This is an optimization exercise on Yosys and OpenROAD, whose aim is small area, a short achievable clock period and few clock cycles per item, not a production implementation. Where RTL was checked, it was by simulation tests only, not by an equivalence proof against the original. Function not checked in run 2: the RTL went through the layout flow alone. No activity file was given, so power comes from the tool's default toggle rates.

<file path="design/flow/config.mk">
export PLATFORM = sky130hd
export DESIGN_NAME = Milestone_1
export DESIGN_NICKNAME = Milestone_1
export VERILOG_FILES = /design/flow/design.v
export SDC_FILE = /design/flow/constraint.sdc
export NUM_CORES = 4
export LEC_CHECK = 0
export CAP_MARGIN = 20
export CORE_MARGIN = 2
export CORE_UTILIZATION = 50
export CTS_BUF_LIST = sky130_fd_sc_hd__clkbuf_8 sky130_fd_sc_hd__clkbuf_16
export CTS_CLUSTER_DIAMETER = 80
export CTS_CLUSTER_SIZE = 16
export GPL_ROUTABILITY_DRIVEN = 0
export GPL_TIMING_DRIVEN = 1
export SLEW_MARGIN = 20
</file>
<file path="design/flow/flow/run.sh">
#!/bin/bash
# Standard ORFS layout, with timing repair aiming below the clock period
# (setup repair margin 7.5 ns on the 11 ns clock).
set -e
export SETUP_SLACK_MARGIN=7.5
bash standard.sh > standard.log 2>&1
</file>
<file path="design/flow/standard.sh">
#!/bin/bash
# synth_recipe.tcl (not shown) runs the flow's synth.tcl, then flattens the netlist and writes it again
# the make line also repeats each setting of config.mk as NAME=value (left out here)
make -C /OpenROAD-flow-scripts/flow DESIGN_CONFIG=/design/flow/config.mk WORK_HOME=/design/flow/orfs CLKGATE_MAP_FILE= SYNTH_SCRIPT=/design/flow/synth_recipe.tcl "${@:-finish}"
</file>
<file path="design/flow/constraint.sdc">
create_clock -name core_clock -period 11.0 [get_ports {clock}]
set_input_delay 2.2000 -clock core_clock [delete_from_list [all_inputs] [get_ports {clock}]]
set_output_delay 2.2000 -clock core_clock [all_outputs]
set_load 0.01 [all_outputs]
</file>
<file path="design/flow/design.v">
module Milestone_1 (
		input logic clock,
		input logic resetn,
		input logic start,
		output logic done,
		input logic  [15:0] SRAM_read_data,
		output logic [15:0] SRAM_write_data,
		output logic SRAM_we_n,
		output logic [17:0] SRAM_address
);
localparam S_PEND = 2'd0, S_LO = 2'd1, S_HI = 2'd2, S_DUP = 2'd3;
localparam W_BR = 2'd0, W_GB = 2'd1, W_RG = 2'd2;
typedef struct packed {
	logic       shift;
	logic [1:0] src;
	logic       pend_ld, rdq_ld, yw_ld, qy_hi, qy_lo, evenld, qyt_ld, qu_f, qv_f, b0_ld, xsel, xsel2, xsel3, xsel4;
	logic [1:0] wsel;
	logic       wr, rd_y, yodd, rd_c, cv, fin;
	logic [1:0] cd;
} ctl_t;
function automatic ctl_t decode(input logic [4:0] f, input logic [6:0] kk, input logic last);
	ctl_t d;
	logic k79, k78;
	k79 = (kk == 7'd79);
	k78 = (kk == 7'd78);
	d = '0;
	if (!k79) begin
		case (f)
			5'd1: begin d.shift = 1'b1; d.src = S_PEND; end
			5'd2: begin d.shift = 1'b1; d.src = S_LO; end
			5'd6, 5'd7: begin d.shift = 1'b1; d.src = k78 ? S_DUP : S_HI; end
			default: d.src = S_DUP;
		endcase
	end else begin
		case (f)
			5'd1, 5'd2, 5'd6, 5'd7, 5'd13, 5'd14, 5'd15, 5'd16: begin d.shift = 1'b1; d.src = S_DUP; end
			5'd8, 5'd12, 5'd19, 5'd20: begin d.shift = 1'b1; d.src = S_HI; end
			5'd17: begin d.shift = 1'b1; d.src = S_PEND; end
			5'd18: begin d.shift = 1'b1; d.src = S_LO; end
			default: d.src = S_DUP;
		endcase
	end
	d.pend_ld = (f == 5'd6) || (k79 && (f == 5'd8 || f == 5'd19));
	d.rdq_ld  = (f == 5'd2) || (f == 5'd6) || (k79 && (f == 5'd11 || f == 5'd18 || f == 5'd19));
	d.yw_ld   = (f == 5'd1) || (f == 5'd7) || (k79 && f == 5'd20);
	d.qy_hi   = (f == 5'd4) || (!k79 && f == 5'd9) || (k79 && f == 5'd22);
	d.qy_lo   = (f == 5'd0) || (f == 5'd5);
	d.evenld  = (f == 5'd0) || (f == 5'd5);
	d.qyt_ld  = (f == 5'd0) || (f == 5'd3) || (f == 5'd5) || (f == 5'd8);
	d.qu_f    = (f == 5'd2 || f == 5'd7);
	d.qv_f    = (f == 5'd3 || f == 5'd8);
	d.xsel    = (f == 5'd0) || (f == 5'd2) || (f == 5'd5) || (f == 5'd7) || (k79 && f == 5'd10);
	d.xsel2   = (f == 5'd0) || (f == 5'd2) || (f == 5'd3) || (f == 5'd5) || (f == 5'd7) || (f == 5'd8) || (f == 5'd10);
	d.xsel3   = (f == 5'd0) || (f == 5'd2) || (f == 5'd3) || (f == 5'd5) || (f == 5'd7) || (k79 && f == 5'd10);
	d.xsel4   = (f == 5'd0) || (f == 5'd2) || (f == 5'd5) || (f == 5'd7) || (f == 5'd8) || (f == 5'd10);
	d.b0_ld   = (f == 5'd3) || (f == 5'd8);
	d.wsel    = (f == 5'd2 || f == 5'd7) ? W_RG : (f == 5'd1 || f == 5'd6 || f == 5'd11) ? W_GB : W_BR;
	d.wr      = (f == 5'd0 || f == 5'd1 || f == 5'd2 || f == 5'd5 || f == 5'd6 || f == 5'd7) ||
	            (k79 && last && (f == 5'd10 || f == 5'd11));
	d.rd_y    = k79 ? (f == 5'd17 || f == 5'd21) : (f == 5'd4 || f == 5'd8);
	d.yodd    = (f == 5'd8) || (f == 5'd21);
	d.rd_c    = k79 ? (f == 5'd3 || f == 5'd8 || f == 5'd15 || f == 5'd16 || f == 5'd22) :
	                  ((f == 5'd9 && kk <= 7'd76) || (f == 5'd3 && kk <= 7'd77));
	d.cv      = k79 ? (f == 5'd8 || f == 5'd16) : (f == 5'd3);
	d.cd      = (f == 5'd9 || f == 5'd22) ? 2'd2 : (k79 && (f == 5'd3 || f == 5'd8)) ? 2'd0 : 2'd1;
	d.fin     = k79 && last && (f == 5'd11);
	decode = d;
endfunction
logic        run, pro;
logic [4:0]  fc;
logic [6:0]  k;
logic [14:0] fr;    
logic [16:0] wa;
ctl_t        q;
logic [7:0]  c [0:9];
logic [15:0] rd_q, yw;
logic [7:0]  pend;
logic [8:0]  fa, fbn, fcn;
logic [16:0] fq;
logic [8:0]  qu, qv;
logic [7:0]  qy8;
logic [24:0] qyt;
logic [10:0] xs, xc, gs, gc;
logic        xl, gl;
logic        nx, ng;
logic [7:0]  b0;
wire k79     = (k == 7'd79);
wire lastrow = (fr == 15'd19199);
wire [14:0] fr1 = fr + 15'd1;
wire end_frame = k79 ? (fc == 5'd22) : (fc == 5'd9);
logic [4:0] nfc;
logic [6:0] nk;
always_comb begin
	if (!run || q.fin) begin
		nfc = (start && !run) ? 5'd4 : 5'd3;
		nk  = 7'd79;
	end else if (end_frame) begin
		nfc = 5'd0;
		nk  = k79 ? 7'd0 : k + 7'd1;
	end else begin
		nfc = fc + 5'd1;
		nk  = k;
	end
end
logic [7:0] nsmp;
always_comb begin
	case (q.src)
		S_PEND: nsmp = pend;
		S_LO:   nsmp = rd_q[7:0];
		S_HI:   nsmp = rd_q[15:8];
		default: nsmp = c[8];
	endcase
end
logic [7:0] cn [0:9];
always_comb begin
	for (int i = 0; i < 9; i++) cn[i] = q.shift ? c[i+1] : c[i];
	cn[9] = q.shift ? nsmp : c[9];
end
wire [16:0] fq_w;
m_fq u_fq (.b(fbn), .c(fcn), .o(fq_w));
always_ff @(posedge clock) begin
	q <= decode(nfc, nk, lastrow && run);
	for (int i = 0; i < 10; i++) c[i] <= cn[i];
	fbn <= {1'b0, ~cn[2]} + {1'b0, ~cn[8]};
	fcn <= {1'b0, cn[4]} + {1'b0, cn[6]};
	fa  <= {1'b0, c[0]} + {1'b0, nsmp};
	fq  <= fq_w;
	if (q.pend_ld) pend <= rd_q[7:0];
	if (q.rdq_ld) rd_q <= SRAM_read_data;
	if (q.yw_ld) yw <= SRAM_read_data;
end
wire [16:0] ft;
m_f2 u_f2 (.a(fa), .q(fq), .o(ft));
wire [8:0] fz = ft[16:8];
wire [24:0] ytv;
m_yt u_yt (.y(qy8), .o(ytv));
always_ff @(posedge clock) begin
	if (q.qy_hi) qy8 <= yw[15:8];
	else if (q.qy_lo) qy8 <= yw[7:0];
	if (q.evenld) begin
		qu <= {1'b0, c[4]} + 9'd104;
		qv <= {1'b0, c[5]} + 9'd104;
	end else begin
		if (q.qu_f) qu <= fz;
		if (q.qv_f) qv <= fz;
	end
	if (q.qyt_ld) qyt <= ytv;
end
wire [10:0] xs_w, xc_w, gs_w, gc_w;
wire        xl_w, gl_w;
m_x u_x (.yt(qyt), .zu(qu), .zv(qv), .sel({q.xsel4, q.xsel3, q.xsel2, q.xsel}), .hs(xs_w), .hc(xc_w), .cl(xl_w));
m_g u_g (.yt(qyt), .zu(qu), .zv(qv), .hs(gs_w), .hc(gc_w), .cl(gl_w));
wire nu = (qu < 9'd104);
wire nv = (qv < 9'd104);
always_ff @(posedge clock) begin
	xs <= xs_w; xc <= xc_w; xl <= xl_w;
	gs <= gs_w; gc <= gc_w; gl <= gl_w;
	nx <= q.xsel ? nu : nv;
	ng <= nu | nv;
end
function automatic [7:0] clip(input [10:0] s, input [10:0] cc, input ci, input neg);
	logic [11:0] tt;
	logic [10:0] t;
	tt = {s, 1'b1} + {cc, ci};
	t = tt[11:1];
	clip = (neg | t[10]) ? 8'd0 : ((|t[9:8]) ? 8'd255 : t[7:0]);
endfunction
wire [7:0] x8 = clip(xs, xc, xl, nx);
wire [7:0] g8 = clip(gs, gc, gl, ng);
wire do_wr = q.wr && !pro && run;
logic [15:0] wdat;
always_comb begin
	case (q.wsel)
		W_RG: wdat = {x8, g8};
		W_GB: wdat = {g8, x8};
		default: wdat = {b0, x8};
	endcase
end
always_ff @(posedge clock) begin
	SRAM_write_data <= wdat;
	if (q.b0_ld) b0 <= x8;
	fc <= nfc;
	k  <= nk;
	if (do_wr) SRAM_address <= {1'b1, wa};
	else if (q.rd_y) SRAM_address <= {2'b0, fr1, q.yodd};
	else SRAM_address <= {1'b0, {2'b0, fr1} + (q.cv ? 17'd57600 : 17'd38400) + {15'd0, q.cd}};
	if (!run || q.fin) begin
		pro <= 1'b1;
		fr  <= 15'h7fff;
		wa  <= 17'd15872;
	end else begin
		if (k == 7'd0 && fc == 5'd1) pro <= 1'b0;
		if (end_frame) fr <= fr1;
		if (do_wr) wa <= wa + 17'd1;
	end
end
always_ff @(posedge clock or negedge resetn) begin
	if (!resetn) begin
		run <= 1'b0;
		done <= 1'b0;
		SRAM_we_n <= 1'b1;
	end else begin
		done <= 1'b0;
		SRAM_we_n <= 1'b1;
		if (!run) begin
			if (start) run <= 1'b1;
		end else begin
			if (do_wr) SRAM_we_n <= 1'b0;
			if (q.fin) begin
				done <= 1'b1;
				run <= 1'b0;
			end
		end
	end
end
endmodule
module m_yt(input logic [7:0] y, output logic [24:0] o);
  wire t1 = y[7] ^ y[5]; wire t2 = y[7] & y[5];
  wire t3 = y[6] ^ y[4]; wire t4 = y[6] & y[4];
  wire t5 = y[7] ^ y[5]; wire t6 = y[7] & y[5];
  wire t7 = y[4] ^ y[2]; wire t8 = y[4] & y[2];
  wire t9 = y[5] ^ y[3] ^ y[1]; wire t10 = (y[5] & y[3]) | (y[5] & y[1]) | (y[3] & y[1]);
  wire t11 = y[6] ^ y[4] ^ y[2]; wire t12 = (y[6] & y[4]) | (y[6] & y[2]) | (y[4] & y[2]);
  wire t13 = y[3] ^ y[0] ^ 1'b1; wire t14 = (y[3] & y[0]) | (y[3] & 1'b1) | (y[0] & 1'b1);
  wire t15 = y[1] ^ 1'b1 ^ t2; wire t16 = (y[1] & 1'b1) | (y[1] & t2) | (1'b1 & t2);
  wire t17 = y[2] ^ 1'b1 ^ t4; wire t18 = (y[2] & 1'b1) | (y[2] & t4) | (1'b1 & t4);
  wire t19 = y[6] ^ y[3] ^ 1'b1; wire t20 = (y[6] & y[3]) | (y[6] & 1'b1) | (y[3] & 1'b1);
  wire t21 = y[7] ^ y[4]; wire t22 = y[7] & y[4];
  wire t23 = y[2] ^ y[0]; wire t24 = y[2] & y[0];
  wire t25 = y[3] ^ y[1] ^ 1'b1; wire t26 = (y[3] & y[1]) | (y[3] & 1'b1) | (y[1] & 1'b1);
  wire t27 = y[0] ^ 1'b1 ^ t7; wire t28 = (y[0] & 1'b1) | (y[0] & t7) | (1'b1 & t7);
  wire t29 = 1'b1 ^ t8 ^ t9; wire t30 = (1'b1 & t8) | (1'b1 & t9) | (t8 & t9);
  wire t31 = 1'b1 ^ t10 ^ t11; wire t32 = (1'b1 & t10) | (1'b1 & t11) | (t10 & t11);
  wire t33 = t1 ^ t12 ^ t13; wire t34 = (t1 & t12) | (t1 & t13) | (t12 & t13);
  wire t35 = t3 ^ t14 ^ t15; wire t36 = (t3 & t14) | (t3 & t15) | (t14 & t15);
  wire t37 = t5 ^ t16 ^ t17; wire t38 = (t5 & t16) | (t5 & t17) | (t16 & t17);
  wire t39 = t6 ^ t18 ^ t19; wire t40 = (t6 & t18) | (t6 & t19) | (t18 & t19);
  wire t41 = 1'b1 ^ t20 ^ t21; wire t42 = (1'b1 & t20) | (1'b1 & t21) | (t20 & t21);
  wire t43 = y[5] ^ 1'b1 ^ t22; wire t44 = (y[5] & 1'b1) | (y[5] & t22) | (1'b1 & t22);
  wire t45 = y[6] ^ 1'b1; wire t46 = y[6] & 1'b1;
  wire t47 = y[7] ^ 1'b1; wire t48 = y[7] & 1'b1;
  wire [24:0] ra = {1'b1, t46, t44, t42, t40, t38, t36, t34, t32, t30, t28, t26, t24, 1'b1, y[1], ~y[7], ~y[6], ~y[5], ~y[4], ~y[3], ~y[2], ~y[1], ~y[0], 1'b0, 1'b0};
  wire [24:0] rb = {t48, t47, t45, t43, t41, t39, t37, t35, t33, t31, t29, t27, t25, t23, 1'b1, y[0], 1'b0, 1'b0, 1'b0, 1'b0, 1'b0, 1'b0, 1'b1, 1'b0, 1'b0};
  assign o = ra + rb;
endmodule
module m_fq(input logic [8:0] b, input logic [8:0] c, output logic [16:0] o);
  wire t1 = b[5] ^ ~b[3]; wire t2 = b[5] & ~b[3];
  wire t3 = b[6] ^ ~b[4]; wire t4 = b[6] & ~b[4];
  wire t5 = b[7] ^ ~b[5]; wire t6 = b[7] & ~b[5];
  wire t7 = b[8] ^ ~b[6]; wire t8 = b[8] & ~b[6];
  wire t9 = b[3] ^ ~b[1]; wire t10 = b[3] & ~b[1];
  wire t11 = b[4] ^ ~b[2] ^ b[0]; wire t12 = (b[4] & ~b[2]) | (b[4] & b[0]) | (~b[2] & b[0]);
  wire t13 = ~c[6] ^ c[1]; wire t14 = ~c[6] & c[1];
  wire t15 = b[1] ^ ~c[7] ^ c[2]; wire t16 = (b[1] & ~c[7]) | (b[1] & c[2]) | (~c[7] & c[2]);
  wire t17 = c[0] ^ 1'b1 ^ t1; wire t18 = (c[0] & 1'b1) | (c[0] & t1) | (1'b1 & t1);
  wire t19 = b[2] ^ ~c[8] ^ c[3]; wire t20 = (b[2] & ~c[8]) | (b[2] & c[3]) | (~c[8] & c[3]);
  wire t21 = c[1] ^ t2 ^ t3; wire t22 = (c[1] & t2) | (c[1] & t3) | (t2 & t3);
  wire t23 = b[3] ^ c[4] ^ c[2]; wire t24 = (b[3] & c[4]) | (b[3] & c[2]) | (c[4] & c[2]);
  wire t25 = 1'b1 ^ t4 ^ t5; wire t26 = (1'b1 & t4) | (1'b1 & t5) | (t4 & t5);
  wire t27 = b[4] ^ c[5] ^ c[3]; wire t28 = (b[4] & c[5]) | (b[4] & c[3]) | (c[5] & c[3]);
  wire t29 = 1'b1 ^ t6 ^ t7; wire t30 = (1'b1 & t6) | (1'b1 & t7) | (t6 & t7);
  wire t31 = ~b[7] ^ b[5] ^ c[6]; wire t32 = (~b[7] & b[5]) | (~b[7] & c[6]) | (b[5] & c[6]);
  wire t33 = c[4] ^ 1'b1 ^ t8; wire t34 = (c[4] & 1'b1) | (c[4] & t8) | (1'b1 & t8);
  wire t35 = ~b[8] ^ b[6] ^ c[7]; wire t36 = (~b[8] & b[6]) | (~b[8] & c[7]) | (b[6] & c[7]);
  wire t37 = c[5] ^ 1'b1; wire t38 = c[5] & 1'b1;
  wire t39 = b[7] ^ c[8]; wire t40 = b[7] & c[8];
  wire t41 = b[2] ^ ~b[0]; wire t42 = b[2] & ~b[0];
  wire t43 = ~c[5] ^ c[0] ^ 1'b1; wire t44 = (~c[5] & c[0]) | (~c[5] & 1'b1) | (c[0] & 1'b1);
  wire t45 = 1'b1 ^ t10 ^ t11; wire t46 = (1'b1 & t10) | (1'b1 & t11) | (t10 & t11);
  wire t47 = t12 ^ t14 ^ t15; wire t48 = (t12 & t14) | (t12 & t15) | (t14 & t15);
  wire t49 = t16 ^ t18 ^ t19; wire t50 = (t16 & t18) | (t16 & t19) | (t18 & t19);
  wire t51 = t20 ^ t22 ^ t23; wire t52 = (t20 & t22) | (t20 & t23) | (t22 & t23);
  wire t53 = t24 ^ t26 ^ t27; wire t54 = (t24 & t26) | (t24 & t27) | (t26 & t27);
  wire t55 = t28 ^ t30 ^ t31; wire t56 = (t28 & t30) | (t28 & t31) | (t30 & t31);
  wire t57 = t32 ^ t34 ^ t35; wire t58 = (t32 & t34) | (t32 & t35) | (t34 & t35);
  wire t59 = c[6] ^ t36 ^ t38; wire t60 = (c[6] & t36) | (c[6] & t38) | (t36 & t38);
  wire t61 = b[8] ^ c[7] ^ 1'b1; wire t62 = (b[8] & c[7]) | (b[8] & 1'b1) | (c[7] & 1'b1);
  wire t63 = b[1] ^ ~c[3]; wire t64 = b[1] & ~c[3];
  wire t65 = ~c[4] ^ 1'b1 ^ t41; wire t66 = (~c[4] & 1'b1) | (~c[4] & t41) | (1'b1 & t41);
  wire t67 = t9 ^ t42 ^ t43; wire t68 = (t9 & t42) | (t9 & t43) | (t42 & t43);
  wire t69 = t13 ^ t44 ^ t45; wire t70 = (t13 & t44) | (t13 & t45) | (t44 & t45);
  wire t71 = t17 ^ t46 ^ t47; wire t72 = (t17 & t46) | (t17 & t47) | (t46 & t47);
  wire t73 = t21 ^ t48 ^ t49; wire t74 = (t21 & t48) | (t21 & t49) | (t48 & t49);
  wire t75 = t25 ^ t50 ^ t51; wire t76 = (t25 & t50) | (t25 & t51) | (t50 & t51);
  wire t77 = t29 ^ t52 ^ t53; wire t78 = (t29 & t52) | (t29 & t53) | (t52 & t53);
  wire t79 = t33 ^ t54 ^ t55; wire t80 = (t33 & t54) | (t33 & t55) | (t54 & t55);
  wire t81 = t37 ^ t56 ^ t57; wire t82 = (t37 & t56) | (t37 & t57) | (t56 & t57);
  wire t83 = t39 ^ t58 ^ t59; wire t84 = (t39 & t58) | (t39 & t59) | (t58 & t59);
  wire t85 = t40 ^ t60 ^ t61; wire t86 = (t40 & t60) | (t40 & t61) | (t60 & t61);
  wire t87 = c[8] ^ 1'b1 ^ t62; wire t88 = (c[8] & 1'b1) | (c[8] & t62) | (1'b1 & t62);
  wire [16:0] ra = {1'b1, t86, t84, t82, t80, t78, t76, t74, t72, t70, t68, t66, t64, 1'b1, b[0], ~c[1], ~c[0]};
  wire [16:0] rb = {t88, t87, t85, t83, t81, t79, t77, t75, t73, t71, t69, t67, t65, t63, ~c[2], 1'b0, 1'b1};
  assign o = ra + rb;
endmodule
module m_f2(input logic [8:0] a, input logic [16:0] q, output logic [16:0] o);
  wire t1 = a[4] ^ a[2]; wire t2 = a[4] & a[2];
  wire t3 = a[5] ^ a[3] ^ a[1]; wire t4 = (a[5] & a[3]) | (a[5] & a[1]) | (a[3] & a[1]);
  wire t5 = a[6] ^ a[4] ^ a[2]; wire t6 = (a[6] & a[4]) | (a[6] & a[2]) | (a[4] & a[2]);
  wire t7 = a[7] ^ a[5] ^ a[3]; wire t8 = (a[7] & a[5]) | (a[7] & a[3]) | (a[5] & a[3]);
  wire t9 = a[8] ^ a[6] ^ a[4]; wire t10 = (a[8] & a[6]) | (a[8] & a[4]) | (a[6] & a[4]);
  wire t11 = a[7] ^ a[5]; wire t12 = a[7] & a[5];
  wire t13 = a[8] ^ a[6]; wire t14 = a[8] & a[6];
  wire t15 = a[2] ^ a[0]; wire t16 = a[2] & a[0];
  wire t17 = a[3] ^ a[1] ^ q[3]; wire t18 = (a[3] & a[1]) | (a[3] & q[3]) | (a[1] & q[3]);
  wire t19 = a[0] ^ q[4] ^ t1; wire t20 = (a[0] & q[4]) | (a[0] & t1) | (q[4] & t1);
  wire t21 = q[5] ^ t2 ^ t3; wire t22 = (q[5] & t2) | (q[5] & t3) | (t2 & t3);
  wire t23 = q[6] ^ t4 ^ t5; wire t24 = (q[6] & t4) | (q[6] & t5) | (t4 & t5);
  wire t25 = q[7] ^ t6 ^ t7; wire t26 = (q[7] & t6) | (q[7] & t7) | (t6 & t7);
  wire t27 = q[8] ^ t8 ^ t9; wire t28 = (q[8] & t8) | (q[8] & t9) | (t8 & t9);
  wire t29 = q[9] ^ t10 ^ t11; wire t30 = (q[9] & t10) | (q[9] & t11) | (t10 & t11);
  wire t31 = q[10] ^ t12 ^ t13; wire t32 = (q[10] & t12) | (q[10] & t13) | (t12 & t13);
  wire t33 = a[7] ^ q[11] ^ t14; wire t34 = (a[7] & q[11]) | (a[7] & t14) | (q[11] & t14);
  wire t35 = a[8] ^ q[12]; wire t36 = a[8] & q[12];
  wire [16:0] ra = {q[16], q[15], q[14], q[13], t34, t32, t30, t28, t26, t24, t22, t20, t18, t16, q[2], a[1], a[0]};
  wire [16:0] rb = {1'b0, 1'b0, 1'b0, t36, t35, t33, t31, t29, t27, t25, t23, t21, t19, t17, t15, q[1], q[0]};
  assign o = ra + rb;
endmodule
module m_x(input logic [24:0] yt, input logic [8:0] zu, input logic [8:0] zv, input logic [3:0] sel, output logic [10:0] hs, output logic [10:0] hc, output logic cl);
  wire t1 = yt[6] ^ (sel[0] ? ~zu[6] : ~zv[6]); wire t2 = yt[6] & (sel[0] ? ~zu[6] : ~zv[6]);
  wire t3 = yt[7] ^ (sel[0] ? ~zu[7] : ~zv[7]) ^ (sel[1] ? ~zu[5] : zv[5]); wire t4 = (yt[7] & (sel[0] ? ~zu[7] : ~zv[7])) | (yt[7] & (sel[1] ? ~zu[5] : zv[5])) | ((sel[0] ? ~zu[7] : ~zv[7]) & (sel[1] ? ~zu[5] : zv[5]));
  wire t5 = (sel[2] ? zu[2] : zv[3]) ^ (sel[3] ? zu[0] : zv[0]); wire t6 = (sel[2] ? zu[2] : zv[3]) & (sel[3] ? zu[0] : zv[0]);
  wire t7 = yt[8] ^ (sel[0] ? ~zu[8] : ~zv[8]) ^ (sel[1] ? ~zu[6] : zv[6]); wire t8 = (yt[8] & (sel[0] ? ~zu[8] : ~zv[8])) | (yt[8] & (sel[1] ? ~zu[6] : zv[6])) | ((sel[0] ? ~zu[8] : ~zv[8]) & (sel[1] ? ~zu[6] : zv[6]));
  wire t9 = (sel[2] ? zu[3] : zv[4]) ^ (sel[3] ? zu[1] : zv[1]) ^ 1'b1; wire t10 = ((sel[2] ? zu[3] : zv[4]) & (sel[3] ? zu[1] : zv[1])) | ((sel[2] ? zu[3] : zv[4]) & 1'b1) | ((sel[3] ? zu[1] : zv[1]) & 1'b1);
  wire t11 = yt[9] ^ (sel[1] ? ~zu[7] : zv[7]) ^ (sel[2] ? zu[4] : zv[5]); wire t12 = (yt[9] & (sel[1] ? ~zu[7] : zv[7])) | (yt[9] & (sel[2] ? zu[4] : zv[5])) | ((sel[1] ? ~zu[7] : zv[7]) & (sel[2] ? zu[4] : zv[5]));
  wire t13 = yt[10] ^ (sel[1] ? ~zu[8] : zv[8]) ^ (sel[2] ? zu[5] : zv[6]); wire t14 = (yt[10] & (sel[1] ? ~zu[8] : zv[8])) | (yt[10] & (sel[2] ? zu[5] : zv[6])) | ((sel[1] ? ~zu[8] : zv[8]) & (sel[2] ? zu[5] : zv[6]));
  wire t15 = yt[11] ^ (sel[2] ? zu[6] : zv[7]) ^ (sel[3] ? zu[4] : zv[4]); wire t16 = (yt[11] & (sel[2] ? zu[6] : zv[7])) | (yt[11] & (sel[3] ? zu[4] : zv[4])) | ((sel[2] ? zu[6] : zv[7]) & (sel[3] ? zu[4] : zv[4]));
  wire t17 = yt[12] ^ (sel[2] ? zu[7] : zv[8]); wire t18 = yt[12] & (sel[2] ? zu[7] : zv[8]);
  wire t19 = yt[13] ^ (sel[2] & zu[8]) ^ (sel[3] ? zu[6] : zv[6]); wire t20 = (yt[13] & (sel[2] & zu[8])) | (yt[13] & (sel[3] ? zu[6] : zv[6])) | ((sel[2] & zu[8]) & (sel[3] ? zu[6] : zv[6]));
  wire t21 = (sel[0] ? zu[3] : ~zv[2]) ^ (~sel[2] & zv[0]); wire t22 = (sel[0] ? zu[3] : ~zv[2]) & (~sel[2] & zv[0]);
  wire t23 = yt[14] ^ (sel[3] ? zu[7] : zv[7]) ^ (sel[0] ? zu[4] : ~zv[3]); wire t24 = (yt[14] & (sel[3] ? zu[7] : zv[7])) | (yt[14] & (sel[0] ? zu[4] : ~zv[3])) | ((sel[3] ? zu[7] : zv[7]) & (sel[0] ? zu[4] : ~zv[3]));
  wire t25 = yt[15] ^ (sel[3] ? zu[8] : zv[8]) ^ (sel[0] ? zu[5] : ~zv[4]); wire t26 = (yt[15] & (sel[3] ? zu[8] : zv[8])) | (yt[15] & (sel[0] ? zu[5] : ~zv[4])) | ((sel[3] ? zu[8] : zv[8]) & (sel[0] ? zu[5] : ~zv[4]));
  wire t27 = (~sel[2] & zv[2]) ^ (~sel[3] & ~zv[0]); wire t28 = (~sel[2] & zv[2]) & (~sel[3] & ~zv[0]);
  wire t29 = yt[16] ^ (sel[0] ? zu[6] : ~zv[5]) ^ (~sel[2] & zv[3]); wire t30 = (yt[16] & (sel[0] ? zu[6] : ~zv[5])) | (yt[16] & (~sel[2] & zv[3])) | ((sel[0] ? zu[6] : ~zv[5]) & (~sel[2] & zv[3]));
  wire t31 = (~sel[3] & ~zv[1]) ^ 1'b1; wire t32 = (~sel[3] & ~zv[1]) & 1'b1;
  wire t33 = yt[17] ^ (sel[0] ? zu[7] : ~zv[6]) ^ (sel[1] ? zu[0] : zv[0]); wire t34 = (yt[17] & (sel[0] ? zu[7] : ~zv[6])) | (yt[17] & (sel[1] ? zu[0] : zv[0])) | ((sel[0] ? zu[7] : ~zv[6]) & (sel[1] ? zu[0] : zv[0]));
  wire t35 = (~sel[2] & zv[4]) ^ (~sel[3] & ~zv[2]) ^ ~sel[0]; wire t36 = ((~sel[2] & zv[4]) & (~sel[3] & ~zv[2])) | ((~sel[2] & zv[4]) & ~sel[0]) | ((~sel[3] & ~zv[2]) & ~sel[0]);
  wire t37 = yt[18] ^ (sel[0] ? zu[8] : ~zv[7]) ^ (sel[1] ? zu[1] : zv[1]); wire t38 = (yt[18] & (sel[0] ? zu[8] : ~zv[7])) | (yt[18] & (sel[1] ? zu[1] : zv[1])) | ((sel[0] ? zu[8] : ~zv[7]) & (sel[1] ? zu[1] : zv[1]));
  wire t39 = (~sel[2] & zv[5]) ^ (~sel[3] & ~zv[3]); wire t40 = (~sel[2] & zv[5]) & (~sel[3] & ~zv[3]);
  wire t41 = yt[19] ^ (~sel[0] & ~zv[8]) ^ (sel[1] ? zu[2] : zv[2]); wire t42 = (yt[19] & (~sel[0] & ~zv[8])) | (yt[19] & (sel[1] ? zu[2] : zv[2])) | ((~sel[0] & ~zv[8]) & (sel[1] ? zu[2] : zv[2]));
  wire t43 = (~sel[2] & zv[6]) ^ (~sel[3] & ~zv[4]) ^ 1'b1; wire t44 = ((~sel[2] & zv[6]) & (~sel[3] & ~zv[4])) | ((~sel[2] & zv[6]) & 1'b1) | ((~sel[3] & ~zv[4]) & 1'b1);
  wire t45 = yt[20] ^ (sel[1] ? zu[3] : zv[3]) ^ (~sel[2] & zv[7]); wire t46 = (yt[20] & (sel[1] ? zu[3] : zv[3])) | (yt[20] & (~sel[2] & zv[7])) | ((sel[1] ? zu[3] : zv[3]) & (~sel[2] & zv[7]));
  wire t47 = (~sel[3] & ~zv[5]) ^ sel[0]; wire t48 = (~sel[3] & ~zv[5]) & sel[0];
  wire t49 = yt[21] ^ (sel[1] ? zu[4] : zv[4]) ^ (~sel[2] & zv[8]); wire t50 = (yt[21] & (sel[1] ? zu[4] : zv[4])) | (yt[21] & (~sel[2] & zv[8])) | ((sel[1] ? zu[4] : zv[4]) & (~sel[2] & zv[8]));
  wire t51 = (~sel[3] & ~zv[6]) ^ ~sel[0]; wire t52 = (~sel[3] & ~zv[6]) & ~sel[0];
  wire t53 = yt[22] ^ (sel[1] ? zu[5] : zv[5]) ^ (~sel[3] & ~zv[7]); wire t54 = (yt[22] & (sel[1] ? zu[5] : zv[5])) | (yt[22] & (~sel[3] & ~zv[7])) | ((sel[1] ? zu[5] : zv[5]) & (~sel[3] & ~zv[7]));
  wire t55 = yt[2] ^ (sel[0] ? ~zu[2] : ~zv[2]); wire t56 = yt[2] & (sel[0] ? ~zu[2] : ~zv[2]);
  wire t57 = yt[3] ^ (sel[0] ? ~zu[3] : ~zv[3]) ^ (sel[1] ? ~zu[1] : zv[1]); wire t58 = (yt[3] & (sel[0] ? ~zu[3] : ~zv[3])) | (yt[3] & (sel[1] ? ~zu[1] : zv[1])) | ((sel[0] ? ~zu[3] : ~zv[3]) & (sel[1] ? ~zu[1] : zv[1]));
  wire t59 = yt[4] ^ (sel[0] ? ~zu[4] : ~zv[4]) ^ (sel[1] ? ~zu[2] : zv[2]); wire t60 = (yt[4] & (sel[0] ? ~zu[4] : ~zv[4])) | (yt[4] & (sel[1] ? ~zu[2] : zv[2])) | ((sel[0] ? ~zu[4] : ~zv[4]) & (sel[1] ? ~zu[2] : zv[2]));
  wire t61 = yt[5] ^ (sel[0] ? ~zu[5] : ~zv[5]) ^ (sel[1] ? ~zu[3] : zv[3]); wire t62 = (yt[5] & (sel[0] ? ~zu[5] : ~zv[5])) | (yt[5] & (sel[1] ? ~zu[3] : zv[3])) | ((sel[0] ? ~zu[5] : ~zv[5]) & (sel[1] ? ~zu[3] : zv[3]));
  wire t63 = (sel[1] ? ~zu[4] : zv[4]) ^ (sel[2] ? zu[1] : zv[2]) ^ sel[0]; wire t64 = ((sel[1] ? ~zu[4] : zv[4]) & (sel[2] ? zu[1] : zv[2])) | ((sel[1] ? ~zu[4] : zv[4]) & sel[0]) | ((sel[2] ? zu[1] : zv[2]) & sel[0]);
  wire t65 = sel[0] ^ t2 ^ t3; wire t66 = (sel[0] & t2) | (sel[0] & t3) | (t2 & t3);
  wire t67 = t4 ^ t6 ^ t7; wire t68 = (t4 & t6) | (t4 & t7) | (t6 & t7);
  wire t69 = (sel[3] ? zu[2] : zv[2]) ^ t8 ^ t10; wire t70 = ((sel[3] ? zu[2] : zv[2]) & t8) | ((sel[3] ? zu[2] : zv[2]) & t10) | (t8 & t10);
  wire t71 = (sel[3] ? zu[3] : zv[3]) ^ (sel[0] & zu[0]) ^ t12; wire t72 = ((sel[3] ? zu[3] : zv[3]) & (sel[0] & zu[0])) | ((sel[3] ? zu[3] : zv[3]) & t12) | ((sel[0] & zu[0]) & t12);
  wire t73 = (sel[0] ? zu[1] : ~zv[0]) ^ sel[0] ^ t14; wire t74 = ((sel[0] ? zu[1] : ~zv[0]) & sel[0]) | ((sel[0] ? zu[1] : ~zv[0]) & t14) | (sel[0] & t14);
  wire t75 = (sel[3] ? zu[5] : zv[5]) ^ (sel[0] ? zu[2] : ~zv[1]) ^ t16; wire t76 = ((sel[3] ? zu[5] : zv[5]) & (sel[0] ? zu[2] : ~zv[1])) | ((sel[3] ? zu[5] : zv[5]) & t16) | ((sel[0] ? zu[2] : ~zv[1]) & t16);
  wire t77 = 1'b1 ^ t18 ^ t19; wire t78 = (1'b1 & t18) | (1'b1 & t19) | (t18 & t19);
  wire t79 = (~sel[2] & zv[1]) ^ t20 ^ t22; wire t80 = ((~sel[2] & zv[1]) & t20) | ((~sel[2] & zv[1]) & t22) | (t20 & t22);
  wire t81 = ~sel[0] ^ t24 ^ t25; wire t82 = (~sel[0] & t24) | (~sel[0] & t25) | (t24 & t25);
  wire t83 = t26 ^ t28 ^ t29; wire t84 = (t26 & t28) | (t26 & t29) | (t28 & t29);
  wire t85 = t30 ^ t32 ^ t33; wire t86 = (t30 & t32) | (t30 & t33) | (t32 & t33);
  wire t87 = t34 ^ t36 ^ t37; wire t88 = (t34 & t36) | (t34 & t37) | (t36 & t37);
  wire t89 = t38 ^ t40 ^ t41; wire t90 = (t38 & t40) | (t38 & t41) | (t40 & t41);
  wire t91 = t42 ^ t44 ^ t45; wire t92 = (t42 & t44) | (t42 & t45) | (t44 & t45);
  wire t93 = t46 ^ t48 ^ t49; wire t94 = (t46 & t48) | (t46 & t49) | (t48 & t49);
  wire t95 = ~sel[0] ^ t50 ^ t52; wire t96 = (~sel[0] & t50) | (~sel[0] & t52) | (t50 & t52);
  wire t97 = yt[23] ^ (sel[1] ? zu[6] : zv[6]) ^ (~sel[3] & ~zv[8]); wire t98 = (yt[23] & (sel[1] ? zu[6] : zv[6])) | (yt[23] & (~sel[3] & ~zv[8])) | ((sel[1] ? zu[6] : zv[6]) & (~sel[3] & ~zv[8]));
  wire t99 = yt[24] ^ (sel[1] ? zu[7] : zv[7]); wire t100 = yt[24] & (sel[1] ? zu[7] : zv[7]);
  wire t101 = yt[0] ^ (sel[0] ? ~zu[0] : ~zv[0]); wire t102 = yt[0] & (sel[0] ? ~zu[0] : ~zv[0]);
  wire t103 = yt[1] ^ (sel[0] ? ~zu[1] : ~zv[1]); wire t104 = yt[1] & (sel[0] ? ~zu[1] : ~zv[1]);
  wire t105 = (sel[1] ? ~zu[0] : zv[0]) ^ sel[0] ^ t55; wire t106 = ((sel[1] ? ~zu[0] : zv[0]) & sel[0]) | ((sel[1] ? ~zu[0] : zv[0]) & t55) | (sel[0] & t55);
  wire t107 = 1'b1 ^ t56 ^ t57; wire t108 = (1'b1 & t56) | (1'b1 & t57) | (t56 & t57);
  wire t109 = (~sel[2] & zv[0]) ^ t58 ^ t59; wire t110 = ((~sel[2] & zv[0]) & t58) | ((~sel[2] & zv[0]) & t59) | (t58 & t59);
  wire t111 = (sel[2] ? zu[0] : zv[1]) ^ t60 ^ t61; wire t112 = ((sel[2] ? zu[0] : zv[1]) & t60) | ((sel[2] ? zu[0] : zv[1]) & t61) | (t60 & t61);
  wire t113 = t1 ^ t62 ^ t63; wire t114 = (t1 & t62) | (t1 & t63) | (t62 & t63);
  wire t115 = t5 ^ t64 ^ t65; wire t116 = (t5 & t64) | (t5 & t65) | (t64 & t65);
  wire t117 = t9 ^ t66 ^ t67; wire t118 = (t9 & t66) | (t9 & t67) | (t66 & t67);
  wire t119 = t11 ^ t68 ^ t69; wire t120 = (t11 & t68) | (t11 & t69) | (t68 & t69);
  wire t121 = t13 ^ t70 ^ t71; wire t122 = (t13 & t70) | (t13 & t71) | (t70 & t71);
  wire t123 = t15 ^ t72 ^ t73; wire t124 = (t15 & t72) | (t15 & t73) | (t72 & t73);
  wire t125 = t17 ^ t74 ^ t75; wire t126 = (t17 & t74) | (t17 & t75) | (t74 & t75);
  wire t127 = t21 ^ t76 ^ t77; wire t128 = (t21 & t76) | (t21 & t77) | (t76 & t77);
  wire t129 = t23 ^ t78 ^ t79; wire t130 = (t23 & t78) | (t23 & t79) | (t78 & t79);
  wire t131 = t27 ^ t80 ^ t81; wire t132 = (t27 & t80) | (t27 & t81) | (t80 & t81);
  wire t133 = t31 ^ t82 ^ t83; wire t134 = (t31 & t82) | (t31 & t83) | (t82 & t83);
  wire t135 = t35 ^ t84 ^ t85; wire t136 = (t35 & t84) | (t35 & t85) | (t84 & t85);
  wire t137 = t39 ^ t86 ^ t87; wire t138 = (t39 & t86) | (t39 & t87) | (t86 & t87);
  wire t139 = t43 ^ t88 ^ t89; wire t140 = (t43 & t88) | (t43 & t89) | (t88 & t89);
  wire t141 = t47 ^ t90 ^ t91; wire t142 = (t47 & t90) | (t47 & t91) | (t90 & t91);
  wire t143 = t51 ^ t92 ^ t93; wire t144 = (t51 & t92) | (t51 & t93) | (t92 & t93);
  wire t145 = t53 ^ t94 ^ t95; wire t146 = (t53 & t94) | (t53 & t95) | (t94 & t95);
  wire t147 = t54 ^ t96 ^ t97; wire t148 = (t54 & t96) | (t54 & t97) | (t96 & t97);
  wire t149 = ~sel[0] ^ t98 ^ t99; wire t150 = (~sel[0] & t98) | (~sel[0] & t99) | (t98 & t99);
  wire t151 = (sel[1] ? zu[8] : zv[8]) ^ sel[0] ^ t100; wire t152 = ((sel[1] ? zu[8] : zv[8]) & sel[0]) | ((sel[1] ? zu[8] : zv[8]) & t100) | (sel[0] & t100);
  wire [26:0] ra = {1'b1, t150, t148, t146, t144, t142, t140, t138, t136, t134, t132, t130, t128, t126, t124, t122, t120, t118, t116, t114, t112, t110, t108, t106, t104, t102, 1'b1};
  wire [26:0] rb = {t152, t151, t149, t147, t145, t143, t141, t139, t137, t135, t133, t131, t129, t127, t125, t123, t121, t119, t117, t115, t113, t111, t109, t107, t105, t103, t101};
  wire [16:0] lsum = {1'b0, ra[15:0]} + {1'b0, rb[15:0]};
  assign cl = lsum[16];
  assign hs = ra[26:16];
  assign hc = rb[26:16];
endmodule
module m_g(input logic [24:0] yt, input logic [8:0] zu, input logic [8:0] zv, output logic [10:0] hs, output logic [10:0] hc, output logic cl);
  wire t1 = yt[15] ^ ~zu[5]; wire t2 = yt[15] & ~zu[5];
  wire t3 = yt[16] ^ ~zu[6] ^ zu[3]; wire t4 = (yt[16] & ~zu[6]) | (yt[16] & zu[3]) | (~zu[6] & zu[3]);
  wire t5 = ~zu[1] ^ ~zv[4]; wire t6 = ~zu[1] & ~zv[4];
  wire t7 = yt[17] ^ ~zu[7] ^ zu[4]; wire t8 = (yt[17] & ~zu[7]) | (yt[17] & zu[4]) | (~zu[7] & zu[4]);
  wire t9 = ~zu[2] ^ ~zv[5]; wire t10 = ~zu[2] & ~zv[5];
  wire t11 = yt[18] ^ ~zu[8] ^ zu[5]; wire t12 = (yt[18] & ~zu[8]) | (yt[18] & zu[5]) | (~zu[8] & zu[5]);
  wire t13 = ~zu[3] ^ ~zv[6] ^ zv[4]; wire t14 = (~zu[3] & ~zv[6]) | (~zu[3] & zv[4]) | (~zv[6] & zv[4]);
  wire t15 = yt[19] ^ zu[6] ^ ~zu[4]; wire t16 = (yt[19] & zu[6]) | (yt[19] & ~zu[4]) | (zu[6] & ~zu[4]);
  wire t17 = ~zv[7] ^ zv[5]; wire t18 = ~zv[7] & zv[5];
  wire t19 = yt[20] ^ zu[7] ^ ~zu[5]; wire t20 = (yt[20] & zu[7]) | (yt[20] & ~zu[5]) | (zu[7] & ~zu[5]);
  wire t21 = ~zv[8] ^ zv[6]; wire t22 = ~zv[8] & zv[6];
  wire t23 = yt[21] ^ zu[8]; wire t24 = yt[21] & zu[8];
  wire t25 = yt[5] ^ zu[2] ^ ~zu[0]; wire t26 = (yt[5] & zu[2]) | (yt[5] & ~zu[0]) | (zu[2] & ~zu[0]);
  wire t27 = yt[6] ^ zu[3] ^ ~zu[1]; wire t28 = (yt[6] & zu[3]) | (yt[6] & ~zu[1]) | (zu[3] & ~zu[1]);
  wire t29 = yt[7] ^ zu[4] ^ ~zu[2]; wire t30 = (yt[7] & zu[4]) | (yt[7] & ~zu[2]) | (zu[4] & ~zu[2]);
  wire t31 = yt[8] ^ zu[5] ^ ~zu[3]; wire t32 = (yt[8] & zu[5]) | (yt[8] & ~zu[3]) | (zu[5] & ~zu[3]);
  wire t33 = yt[9] ^ zu[6] ^ ~zu[4]; wire t34 = (yt[9] & zu[6]) | (yt[9] & ~zu[4]) | (zu[6] & ~zu[4]);
  wire t35 = yt[10] ^ zu[7] ^ ~zu[5]; wire t36 = (yt[10] & zu[7]) | (yt[10] & ~zu[5]) | (zu[7] & ~zu[5]);
  wire t37 = ~zu[0] ^ ~zv[5]; wire t38 = ~zu[0] & ~zv[5];
  wire t39 = yt[11] ^ zu[8] ^ ~zu[6]; wire t40 = (yt[11] & zu[8]) | (yt[11] & ~zu[6]) | (zu[8] & ~zu[6]);
  wire t41 = ~zu[1] ^ ~zv[6]; wire t42 = ~zu[1] & ~zv[6];
  wire t43 = yt[12] ^ ~zu[7] ^ ~zu[2]; wire t44 = (yt[12] & ~zu[7]) | (yt[12] & ~zu[2]) | (~zu[7] & ~zu[2]);
  wire t45 = ~zv[7] ^ ~zv[0]; wire t46 = ~zv[7] & ~zv[0];
  wire t47 = yt[13] ^ ~zu[8] ^ ~zu[3]; wire t48 = (yt[13] & ~zu[8]) | (yt[13] & ~zu[3]) | (~zu[8] & ~zu[3]);
  wire t49 = zu[0] ^ ~zv[8] ^ ~zv[1]; wire t50 = (zu[0] & ~zv[8]) | (zu[0] & ~zv[1]) | (~zv[8] & ~zv[1]);
  wire t51 = yt[14] ^ ~zu[4] ^ zu[1]; wire t52 = (yt[14] & ~zu[4]) | (yt[14] & zu[1]) | (~zu[4] & zu[1]);
  wire t53 = ~zv[2] ^ zv[0] ^ 1'b1; wire t54 = (~zv[2] & zv[0]) | (~zv[2] & 1'b1) | (zv[0] & 1'b1);
  wire t55 = zu[2] ^ ~zu[0] ^ ~zv[3]; wire t56 = (zu[2] & ~zu[0]) | (zu[2] & ~zv[3]) | (~zu[0] & ~zv[3]);
  wire t57 = zv[1] ^ 1'b1 ^ t1; wire t58 = (zv[1] & 1'b1) | (zv[1] & t1) | (1'b1 & t1);
  wire t59 = zv[2] ^ ~zv[0] ^ 1'b1; wire t60 = (zv[2] & ~zv[0]) | (zv[2] & 1'b1) | (~zv[0] & 1'b1);
  wire t61 = t2 ^ t3 ^ t5; wire t62 = (t2 & t3) | (t2 & t5) | (t3 & t5);
  wire t63 = zv[3] ^ ~zv[1] ^ t4; wire t64 = (zv[3] & ~zv[1]) | (zv[3] & t4) | (~zv[1] & t4);
  wire t65 = t6 ^ t7 ^ t9; wire t66 = (t6 & t7) | (t6 & t9) | (t7 & t9);
  wire t67 = ~zv[2] ^ 1'b1 ^ t8; wire t68 = (~zv[2] & 1'b1) | (~zv[2] & t8) | (1'b1 & t8);
  wire t69 = t10 ^ t11 ^ t13; wire t70 = (t10 & t11) | (t10 & t13) | (t11 & t13);
  wire t71 = ~zv[3] ^ 1'b1 ^ t12; wire t72 = (~zv[3] & 1'b1) | (~zv[3] & t12) | (1'b1 & t12);
  wire t73 = t14 ^ t15 ^ t17; wire t74 = (t14 & t15) | (t14 & t17) | (t15 & t17);
  wire t75 = ~zv[4] ^ 1'b1 ^ t16; wire t76 = (~zv[4] & 1'b1) | (~zv[4] & t16) | (1'b1 & t16);
  wire t77 = t18 ^ t19 ^ t21; wire t78 = (t18 & t19) | (t18 & t21) | (t19 & t21);
  wire t79 = ~zu[6] ^ zv[7] ^ ~zv[5]; wire t80 = (~zu[6] & zv[7]) | (~zu[6] & ~zv[5]) | (zv[7] & ~zv[5]);
  wire t81 = t20 ^ t22 ^ t23; wire t82 = (t20 & t22) | (t20 & t23) | (t22 & t23);
  wire t83 = yt[22] ^ ~zu[7] ^ zv[8]; wire t84 = (yt[22] & ~zu[7]) | (yt[22] & zv[8]) | (~zu[7] & zv[8]);
  wire t85 = ~zv[6] ^ 1'b1 ^ t24; wire t86 = (~zv[6] & 1'b1) | (~zv[6] & t24) | (1'b1 & t24);
  wire t87 = yt[23] ^ ~zu[8] ^ ~zv[7]; wire t88 = (yt[23] & ~zu[8]) | (yt[23] & ~zv[7]) | (~zu[8] & ~zv[7]);
  wire t89 = yt[3] ^ zu[0]; wire t90 = yt[3] & zu[0];
  wire t91 = yt[4] ^ zu[1]; wire t92 = yt[4] & zu[1];
  wire t93 = ~zv[5] ^ ~zv[0] ^ 1'b1; wire t94 = (~zv[5] & ~zv[0]) | (~zv[5] & 1'b1) | (~zv[0] & 1'b1);
  wire t95 = ~zv[6] ^ ~zv[1] ^ t26; wire t96 = (~zv[6] & ~zv[1]) | (~zv[6] & t26) | (~zv[1] & t26);
  wire t97 = ~zv[7] ^ ~zv[2] ^ t28; wire t98 = (~zv[7] & ~zv[2]) | (~zv[7] & t28) | (~zv[2] & t28);
  wire t99 = ~zv[8] ^ ~zv[3] ^ t30; wire t100 = (~zv[8] & ~zv[3]) | (~zv[8] & t30) | (~zv[3] & t30);
  wire t101 = ~zv[4] ^ 1'b1 ^ t32; wire t102 = (~zv[4] & 1'b1) | (~zv[4] & t32) | (1'b1 & t32);
  wire t103 = 1'b1 ^ t34 ^ t35; wire t104 = (1'b1 & t34) | (1'b1 & t35) | (t34 & t35);
  wire t105 = t36 ^ t38 ^ t39; wire t106 = (t36 & t38) | (t36 & t39) | (t38 & t39);
  wire t107 = t40 ^ t42 ^ t43; wire t108 = (t40 & t42) | (t40 & t43) | (t42 & t43);
  wire t109 = t44 ^ t46 ^ t47; wire t110 = (t44 & t46) | (t44 & t47) | (t46 & t47);
  wire t111 = t48 ^ t50 ^ t51; wire t112 = (t48 & t50) | (t48 & t51) | (t50 & t51);
  wire t113 = t52 ^ t54 ^ t55; wire t114 = (t52 & t54) | (t52 & t55) | (t54 & t55);
  wire t115 = t56 ^ t58 ^ t59; wire t116 = (t56 & t58) | (t56 & t59) | (t58 & t59);
  wire t117 = t60 ^ t62 ^ t63; wire t118 = (t60 & t62) | (t60 & t63) | (t62 & t63);
  wire t119 = t64 ^ t66 ^ t67; wire t120 = (t64 & t66) | (t64 & t67) | (t66 & t67);
  wire t121 = t68 ^ t70 ^ t71; wire t122 = (t68 & t70) | (t68 & t71) | (t70 & t71);
  wire t123 = t72 ^ t74 ^ t75; wire t124 = (t72 & t74) | (t72 & t75) | (t74 & t75);
  wire t125 = t76 ^ t78 ^ t79; wire t126 = (t76 & t78) | (t76 & t79) | (t78 & t79);
  wire t127 = t80 ^ t82 ^ t83; wire t128 = (t80 & t82) | (t80 & t83) | (t82 & t83);
  wire t129 = 1'b1 ^ t84 ^ t86; wire t130 = (1'b1 & t84) | (1'b1 & t86) | (t84 & t86);
  wire t131 = yt[24] ^ ~zv[8] ^ 1'b1; wire t132 = (yt[24] & ~zv[8]) | (yt[24] & 1'b1) | (~zv[8] & 1'b1);
  wire t133 = yt[0] ^ ~zv[0]; wire t134 = yt[0] & ~zv[0];
  wire t135 = yt[1] ^ ~zv[1]; wire t136 = yt[1] & ~zv[1];
  wire t137 = yt[2] ^ ~zv[2]; wire t138 = yt[2] & ~zv[2];
  wire t139 = ~zv[3] ^ 1'b1 ^ t89; wire t140 = (~zv[3] & 1'b1) | (~zv[3] & t89) | (1'b1 & t89);
  wire t141 = ~zv[4] ^ t90 ^ t91; wire t142 = (~zv[4] & t90) | (~zv[4] & t91) | (t90 & t91);
  wire t143 = t25 ^ t92 ^ t93; wire t144 = (t25 & t92) | (t25 & t93) | (t92 & t93);
  wire t145 = t27 ^ t94 ^ t95; wire t146 = (t27 & t94) | (t27 & t95) | (t94 & t95);
  wire t147 = t29 ^ t96 ^ t97; wire t148 = (t29 & t96) | (t29 & t97) | (t96 & t97);
  wire t149 = t31 ^ t98 ^ t99; wire t150 = (t31 & t98) | (t31 & t99) | (t98 & t99);
  wire t151 = t33 ^ t100 ^ t101; wire t152 = (t33 & t100) | (t33 & t101) | (t100 & t101);
  wire t153 = t37 ^ t102 ^ t103; wire t154 = (t37 & t102) | (t37 & t103) | (t102 & t103);
  wire t155 = t41 ^ t104 ^ t105; wire t156 = (t41 & t104) | (t41 & t105) | (t104 & t105);
  wire t157 = t45 ^ t106 ^ t107; wire t158 = (t45 & t106) | (t45 & t107) | (t106 & t107);
  wire t159 = t49 ^ t108 ^ t109; wire t160 = (t49 & t108) | (t49 & t109) | (t108 & t109);
  wire t161 = t53 ^ t110 ^ t111; wire t162 = (t53 & t110) | (t53 & t111) | (t110 & t111);
  wire t163 = t57 ^ t112 ^ t113; wire t164 = (t57 & t112) | (t57 & t113) | (t112 & t113);
  wire t165 = t61 ^ t114 ^ t115; wire t166 = (t61 & t114) | (t61 & t115) | (t114 & t115);
  wire t167 = t65 ^ t116 ^ t117; wire t168 = (t65 & t116) | (t65 & t117) | (t116 & t117);
  wire t169 = t69 ^ t118 ^ t119; wire t170 = (t69 & t118) | (t69 & t119) | (t118 & t119);
  wire t171 = t73 ^ t120 ^ t121; wire t172 = (t73 & t120) | (t73 & t121) | (t120 & t121);
  wire t173 = t77 ^ t122 ^ t123; wire t174 = (t77 & t122) | (t77 & t123) | (t122 & t123);
  wire t175 = t81 ^ t124 ^ t125; wire t176 = (t81 & t124) | (t81 & t125) | (t124 & t125);
  wire t177 = t85 ^ t126 ^ t127; wire t178 = (t85 & t126) | (t85 & t127) | (t126 & t127);
  wire t179 = t87 ^ t128 ^ t129; wire t180 = (t87 & t128) | (t87 & t129) | (t128 & t129);
  wire t181 = t88 ^ t130 ^ t131; wire t182 = (t88 & t130) | (t88 & t131) | (t130 & t131);
  wire [26:0] ra = {1'b1, t132, t180, t178, t176, t174, t172, t170, t168, t166, t164, t162, t160, t158, t156, t154, t152, t150, t148, t146, t144, t142, t140, t138, t136, t134, 1'b1};
  wire [26:0] rb = {1'b0, t182, t181, t179, t177, t175, t173, t171, t169, t167, t165, t163, t161, t159, t157, t155, t153, t151, t149, t147, t145, t143, t141, t139, t137, t135, t133};
  wire [16:0] lsum = {1'b0, ra[15:0]} + {1'b0, rb[15:0]};
  assign cl = lsum[16];
  assign hs = ra[26:16];
  assign hc = rb[26:16];
endmodule
</file>
==> results of run 1 <==
-- per-stage QoR --
| step | cells | util | hold slack (ns) | worst slack, ns |
|---|---|---|---|---|
| after floorplan | 2241 | - | 0.351 | 7.16 |
| after global placement | 2850 | 0.528 | 0.389 | 6.75 |
| after detailed placement | 2850 | 0.528 | 0.398 | 6.69 |
| after CTS | 2937 | 0.556 | 0.410 | 7.28 |
| after global routing | 2973 | 0.572 | 0.410 | 7.40 |
| final | 2973 | 0.572 | 0.408 | 7.50 |
-- worst paths after layout --
path / from / endpoint / slack [ns]
setup / recovery: qu[8] / xl / 7.50
hold / removal: fcn[0] / fq[0] / 0.41
setup reg to reg: qu[8] / xl / 7.50
hold reg to reg: fcn[0] / fq[0] / 0.41
max in group asynchronous: resetn / SRAM_we_n / 9.00
min in group asynchronous: resetn / run / 1.77
-- sequential cells by signal, indices dropped and copies added, names as in the netlist, 17 cells and up --
name          cells
qyt              23
SRAM_address     18
wa               17
q                24
c                80
fq               17
-- cell families after synthesis --
group,after synthesis
xor gates and xnor gates,108
muxes,74
AOI/OAI and AO/OA,370
adders and majority gates,383
and+or+nand+nor,475
DFF,372
buffers and inverters,459
-- layout make-up --
type,instances,share of cell area
clock inverters,21,0.00473
well taps,607,0.0287
clock buffers,30,0.0280
multi-input cells,1410,0.498
flip-flops and latches,372,0.339
repair buffers,131,0.0433
inverters,402,0.0577
-- where the power goes --
group | leakage, uW | switching (uW) | internal (uW)
Combinational | 0.00836 | 1.97 | 5.57
Clock | 0.000477 | 503 | 491
Sequential | 0.00333 | 0 | 1420
-- Yosys cell counts, drive strengths merged, types with 42 or more instances --
cell	count	area, um^2
fa	171	3420
xor2	49	429
dfxtp	224	4480
a21oi	103	519
nand3	47	235
nor2	127	479
nand2	136	510
clkbuf	42	158
inv	400	1500
o21ai	91	455
edfxtp	145	4350
ha	212	2650
xnor2	59	517
-- repair_timing --
item	in CTS	in global routing
hold buffers	0	0
endpoints found under the setup margin	62	33
pin swaps	9	40
setup buffers	36	35
gates resized for setup	108	120
cloned	0	1
-- metal layers --
| layer | share of wire | wire length, um |
|---|---|---|
| met4 | 0.038 | 2070 |
| met5 | 0 | 0 |
| met2 | 0.45 | 24400 |
| met3 | 0.052 | 2830 |
| met1 | 0.46 | 24900 |
-- worst max-delay path: cells and delay by family (launching register included) --
| family | cells | cell delay [ns] |
|---|---|---|
| flip-flops | 1 | 0.41 |
| AO/OA/AOI/OAI | 5 | 0.85 |
| buffers and inverters | 2 | 0.19 |
| AND/OR/NAND/NOR | 2 | 0.18 |
| adder cells (fa/ha/maj) | 4 | 1.76 |
-- cells in the final DEF (no fill, tap or decap), types with 30 or more instances in the layout --
| cell type | n |
|---|---|
| buf_4 | 66 |
| a21oi_1 | 93 |
| mux2i_1 | 38 |
| xnor2_1 | 58 |
| nand2_1 | 131 |
| dlygate4sd2_1 | 34 |
| nor2_1 | 121 |
| a21o_1 | 36 |
| fa_1 | 165 |
| o21ai_0 | 71 |
| dfxtp_1 | 199 |
| edfxtp_1 | 145 |
| inv_1 | 392 |
| clkbuf_16 | 30 |
| xor2_1 | 46 |
| nand3_1 | 45 |
| ha_1 | 197 |
==> impl_metrics.toml, run 1 <==
[layout]
fillers = 4006
syn_to_final_growth_pct = 13.7
regArea_um2 = 8980
multiInputGateArea_um2 = 13200
drive_gt1_frac = 0.131
antenna_cells = 0
nNetsFinal = 2748
design_area_um2 = 26400

[clocking]
clkTransAtPathRegs_ns = 0.07
h-tree-depth = 1
cts_tree = "yes"
numCtsBuffers = 29
clockRootBuffer = "clkbuf_16"
clkSinkCount = 372
ctsLongestPathBuffers = 3
clk_latency_ns = 0.60

[worst_setup_path]
reg2regPathDepth = 13
cp-end-kind = "flip-flop"
cp_slowest_cell = "fa_1"
cp-start-kind = "flip-flop"
cp_cell_sequence = "buf_6 > nand2_2 > o21ai_4 > fa_1 > fa_2 > fa_2 > inv_1 > ha_1 > a21oi_2 > nor2b_1 > a2111oi_2 > o21ai_1 > a221o_1"
path_class = "flip-flop to flip-flop"
crit_arrival_ns = 3.97
crit_top_cell = "fa_2"
crit_fanout = 2
required_ns = 11.47
slowest_delay_ns = 0.58

[logic_synthesis]
yosys.area_share.xor_xnor = 0.0406
synth-async-reset-ratio = 0.00806
synthSimpleGateAreaFrac = 0.0993
synthCells = 2241
synth_cell_type_count = 93
seq_area_frac_synth = 0.383
synth_edf_count = 145
synth_compound_area_frac = 0.103
syn_area_um2 = 23300
ys_ff_latch = 372
synth-adder-area-share = 0.261
synth.avg_cell_area_um2 = 10.4
yosys_warnings = 3
muxShareOfSynthArea = 0.0381
syn_nets = 2643
ys.flop_type = "dfxtp_1"
synth_top_family_by_area = "adder cells"

[power]
power_leakage_uw = 0.0122
ir_drop_v = 0.000103
power_density_nw_per_um2 = 91.5
power_uw = 2420

[timing]
hold_viol_final = 0
rsz0062_at_grt = "true"
layout_worst_path_cycle_share = 0.318
setup_violations = 0
fmax_ghz = 0.286
tns_ns = 0
finClkSkew_ns = 0.0218
min_period_ns = 3.50
slew_violations = 0
maxSlewHeadroom = 0.261
worstMarginPinSlew_ns = 1.11

[worst_hold_path]
min_path_type = "flip-flop to flip-flop"
hold_depth = 0

[detailed_routing]
postRouteAntennaNets = 0
drt-pass1-iter-count = 6
drtIter0Drc = 1081
routed_via_density = 5.39
drc = 0
routed_wl_um = 54200
vias = 16000
avgRoutedWirePerCell_um = 18.2

[die]
die-area_um2 = 48300
core_um2 = 46300
die_h_um = 220
placementRows = 79
die_w_um = 220
initial_utilization = 0.503
io-pin-count = 55

[global_routing]
grtUsageTotal = 0.226
met2_usage = 0.366
grt_overflow = 0
antenna_found_initial = 5
grt_start_max_net_pins = 50
grt_pass1_wl_um = 85500
grtUsageMet3 = 0.0259
grt_pass1_vias = 16000
grt.busiest_layer = "met2"
met1_usage = 0.319

[placed_design]
dp_hpwl_um = 40900
portBuffers = 54
post_dp_cell_area_um2 = 24400

[status]
status = "finished clean"

[job]
maxCapViolCount = 0
Testbench counts, summed over its fixed seeds: cycles 1,561,032, images 8.
==> run 2, diff against run 1 <==
--- a/design/flow/design.v
+++ b/design/flow/design.v
@@ -94,3 +94,3 @@
 	if (!run || q.fin) begin
-		nfc = (start && !run) ? 5'd4 : 5'd3;
+		nfc = 5'd4;
 		nk  = 7'd79;
@@ -183,3 +183,4 @@
 	k  <= nk;
-	if (do_wr) SRAM_address <= {1'b1, wa};
+	if (!run) SRAM_address <= 18'd38400;
+	else if (do_wr) SRAM_address <= {1'b1, wa};
 	else if (q.rd_y) SRAM_address <= {2'b0, fr1, q.yodd};
--- a/design/flow/config.mk
+++ b/design/flow/config.mk
@@ -13,4 +13,2 @@
 export CTS_CLUSTER_SIZE = 16
-export GPL_ROUTABILITY_DRIVEN = 0
-export GPL_TIMING_DRIVEN = 1
 export SLEW_MARGIN = 20
==> impl_metrics.toml, run 2 <==
[status]
status = "finished clean"

[logic_synthesis]
synth_cell_type_count = 91
syn_nets = 2719
synth-async-reset-ratio = 0.00806
synth.largest_area_cell = "dfxtp_1"
yosysTopAreaCellShare = 0.188
ys_ff_latch = 372
synthCells = 2317
synth_edf_count = 145
synth_area_leaders = "dfxtp_1, edfxtp_1, fa_1"
synth.avg_cell_area_um2 = 10.3
synth.most_common_cell = "inv_1"
seq_area_frac_synth = 0.374
synth_common_cells = "inv_1, dfxtp_1, ha_1"
ys.flop_type = "dfxtp_1"
syn_area_um2 = 23800
yosys_warnings = 3

[placed_design]
gp_congestion = 0.923
post_dp_cell_area_um2 = 25000
portBuffers = 54
dp_hpwl_um = 44500
dp.cells = 2924

[worst_setup_path]
path_class = "flip-flop to flip-flop"
cp_top_family = "adder cells"
cp_slowest_cell = "fa_1"
slowest_delay_ns = 0.50
cp-start-kind = "flip-flop"
cp-end-kind = "flip-flop"
r2r_slack_ns = 7.48
r2r_end = "fq[15]"
cp_cell_sequence = "inv_1 > fa_1 > inv_1 > fa_1 > inv_1 > fa_1 > inv_2 > ha_4 > a21oi_2 > o211ai_1 > buf_4 > a21oi_2 > nor2b_1 > a31oi_1 > a21oi_1 > xor2_1"
crit_fanout = 4
timing.rr.start = "fcn[4]"
reg2regPathDepth = 16
worst-path-buf-inv = 5
crit_arrival_ns = 4.02
required_ns = 11.50

[timing]
min_period_ns = 3.52
worstMarginPinSlew_ns = 1.03
layout_worst_path_cycle_share = 0.320
slew_violations = 0
whs_ns = 0.393
maxSlewHeadroom = 0.308
finClkSkew_ns = 0.0190
hold_viol_final = 0
tns_ns = 0
fmax_ghz = 0.284
rsz0062_at_grt = "true"
setup_violations = 0

[power]
clkPwrFrac = 0.426
switchingPower_uw = 547
swShare = 0.217
pwr-share-seq = 0.565
power_leakage_uw = 0.0123
comb_power_share = 0.009
ir_drop_v = 0.000151
power_density_nw_per_um2 = 94.4
intPower_uw = 1980

[clocking]
h-tree-depth = 1
cts_tree = "yes"
numCtsBuffers = 31
clkTransAtPathRegs_ns = 0.08
clk_latency_ns = 0.61
ctsLongestPathBuffers = 3
clockRootBuffer = "clkbuf_16"
clkSinkCount = 372

[global_routing]
antenna_found_initial = 0
grtUsageTotal = 0.229
grt_pass1_vias = 16300
grt_pass1_wl_um = 89100
grt_overflow = 0
grt_start_max_net_pins = 54

[job]
maxCapViolCount = 0

[layout]
largest_reg_flops = 80
fin_cells = 3045
final_cell_mix = "inv_1, dfxtp_1, ha_1"
largestRegisters = "c (80), q (24), qyt (23)"
syn_to_final_growth_pct = 12.2
drive_gt1_frac = 0.108
final_common_cell = "inv_1"
regMostFlops = "c"
antenna_cells = 0
nNetsFinal = 2817
design_area_um2 = 26700

[worst_hold_path]
hold_depth = 0
min_path_type = "flip-flop to flip-flop"
min_from = "fcn[0]"
hold_end = "fq[0]"

[detailed_routing]
routed_via_density = 5.42
postRouteAntennaNets = 0
drt-pass1-iter-count = 5
avgRoutedWirePerCell_um = 18.8
drtIter0Drc = 1096
drc = 0
routed_wl_um = 57300
vias = 16500

[die]
die_h_um = 222
initial_utilization = 0.509
placementRows = 79
die_w_um = 222
die-area_um2 = 49400
core_um2 = 46800
io-pin-count = 55
==> run 2: how the worst max path moves through the flow <==
stage | from | to | slack, ns | cells after the start
CTS | q[13] | xl | 7.28 | 14
finish | fcn[4] | fq[15] | 7.48 | 16
global placement | qv[8] | xl | 7.05 | 13
detailed placement | q[12] | xl | 7.01 | 12
floorplan | q[13] | xl | 7.19 | 14
global route | qv[4] | xl | 7.30 | 16
==> run 2: area by class of cell <==
| class | count | area [um^2] |
|---|---|---|
| clock buffers | 32 | 801 |
| flip-flops and latches | 372 | 8950 |
| fillers | 4118 | 20000 |
| clock inverters | 24 | 174 |
| well taps | 607 | 759 |
| repair buffers | 126 | 1080 |
| multi-input cells | 1477 | 13400 |
| inverters | 407 | 1540 |
==> run 2: repair_timing <==
item | 4_1_cts | 5_1_grt
gates cloned | 0 | 1
endpoints found under the hold margin | 0 | 0
setup endpoints to repair | 55 | 30
hold buffers | 0 | 0
resized for setup | 77 | 60
pin swaps | 13 | 22
setup buffers | 29 | 35
==> run 2: through the flow <==
step,worst slack [ns],utilization,power [uW]
4_1_cts,7.28,0.561,2560
3_5_place_dp,7.01,0.534,1480
5_1_grt,7.30,0.572,2610
6_report,7.48,0.572,2520
2_1_floorplan,7.19,-,1470
3_3_place_gp,7.05,0.534,1480
==> run 2: cell families (layout without fill, tap and decap cells) <==
kind of cell | count (synthesis) | in the layout | share of synthesized area
buffers and inverters | 468 | 589 | 0.0748
muxes | 75 | 75 | 0.0374
adders and majority gates | 383 | 383 | 0.255
AOI/OAI and AO/OA | 398 | 398 | 0.110
and+or+nand+nor | 497 | 497 | 0.103
DFF | 372 | 372 | 0.374
xor gates and xnor gates | 124 | 124 | 0.0456
==> run 2: worst reg2reg max path, delay by kind of cell, from the launching register on <==
kind,cells,cell delay [ns]
adders and majority gates,4,1.68
xor gates and xnor gates,1,0.16
buffers and inverters,5,0.41
and+or+nand+nor,1,0.05
DFF,1,0.37
AOI/OAI and AO/OA,5,0.73
==> run 2: power groups by stage <==
stage               clock (uW)  combinational, uW  sequential (uW)
global route              1160               24.6             1430
global placement             0               22.9             1460
floorplan                    0               7.76             1460
finish                    1070               23.0             1430
detailed placement           0               22.7             1460
CTS                       1110               22.8             1430
==> run 2: per-layer routing <==
layer,share of wire,track usage
met3,0.050,0.0352
met2,0.45,0.359
met5,0,0
met4,0.025,0.0525
met1,0.47,0.335

re-timing with driven ports:
The results above use ideal ports. As a check the final layouts listed here were re-extracted and re-timed, cells and wires unchanged. Step 1 (the two cells are an assumption about what drives the block):
set clk [get_ports {clock}]
set_driving_cell -lib_cell sky130_fd_sc_hd__clkbuf_16 $clk
set_driving_cell -lib_cell sky130_fd_sc_hd__buf_2 [delete_from_list [all_inputs] $clk]
Step 2 times the ports against the registers' clock, not the clock port: input delays grow and output delays shrink by t, the midpoint of the rising clock arrivals with the driver on. Slacks: ideal / step 1 / step 2; pairs: ideal / step 1.
run | t (ns) | setup slack, ns | worst setup path at the end | clock arrival spread, ns
run 1 | 0.649 | 7.498 / 7.494 / 7.165 | input to register | 0.025 / 0.025
run 2 | 0.661 | 7.480 / 7.480 / 7.480 | register to register | 0.020 / 0.019
After both steps every run listed still meets setup and hold. For run 1, which loses most, drivers alone change the setup slack by -0.004 ns; drivers and shift together by -0.333 ns.
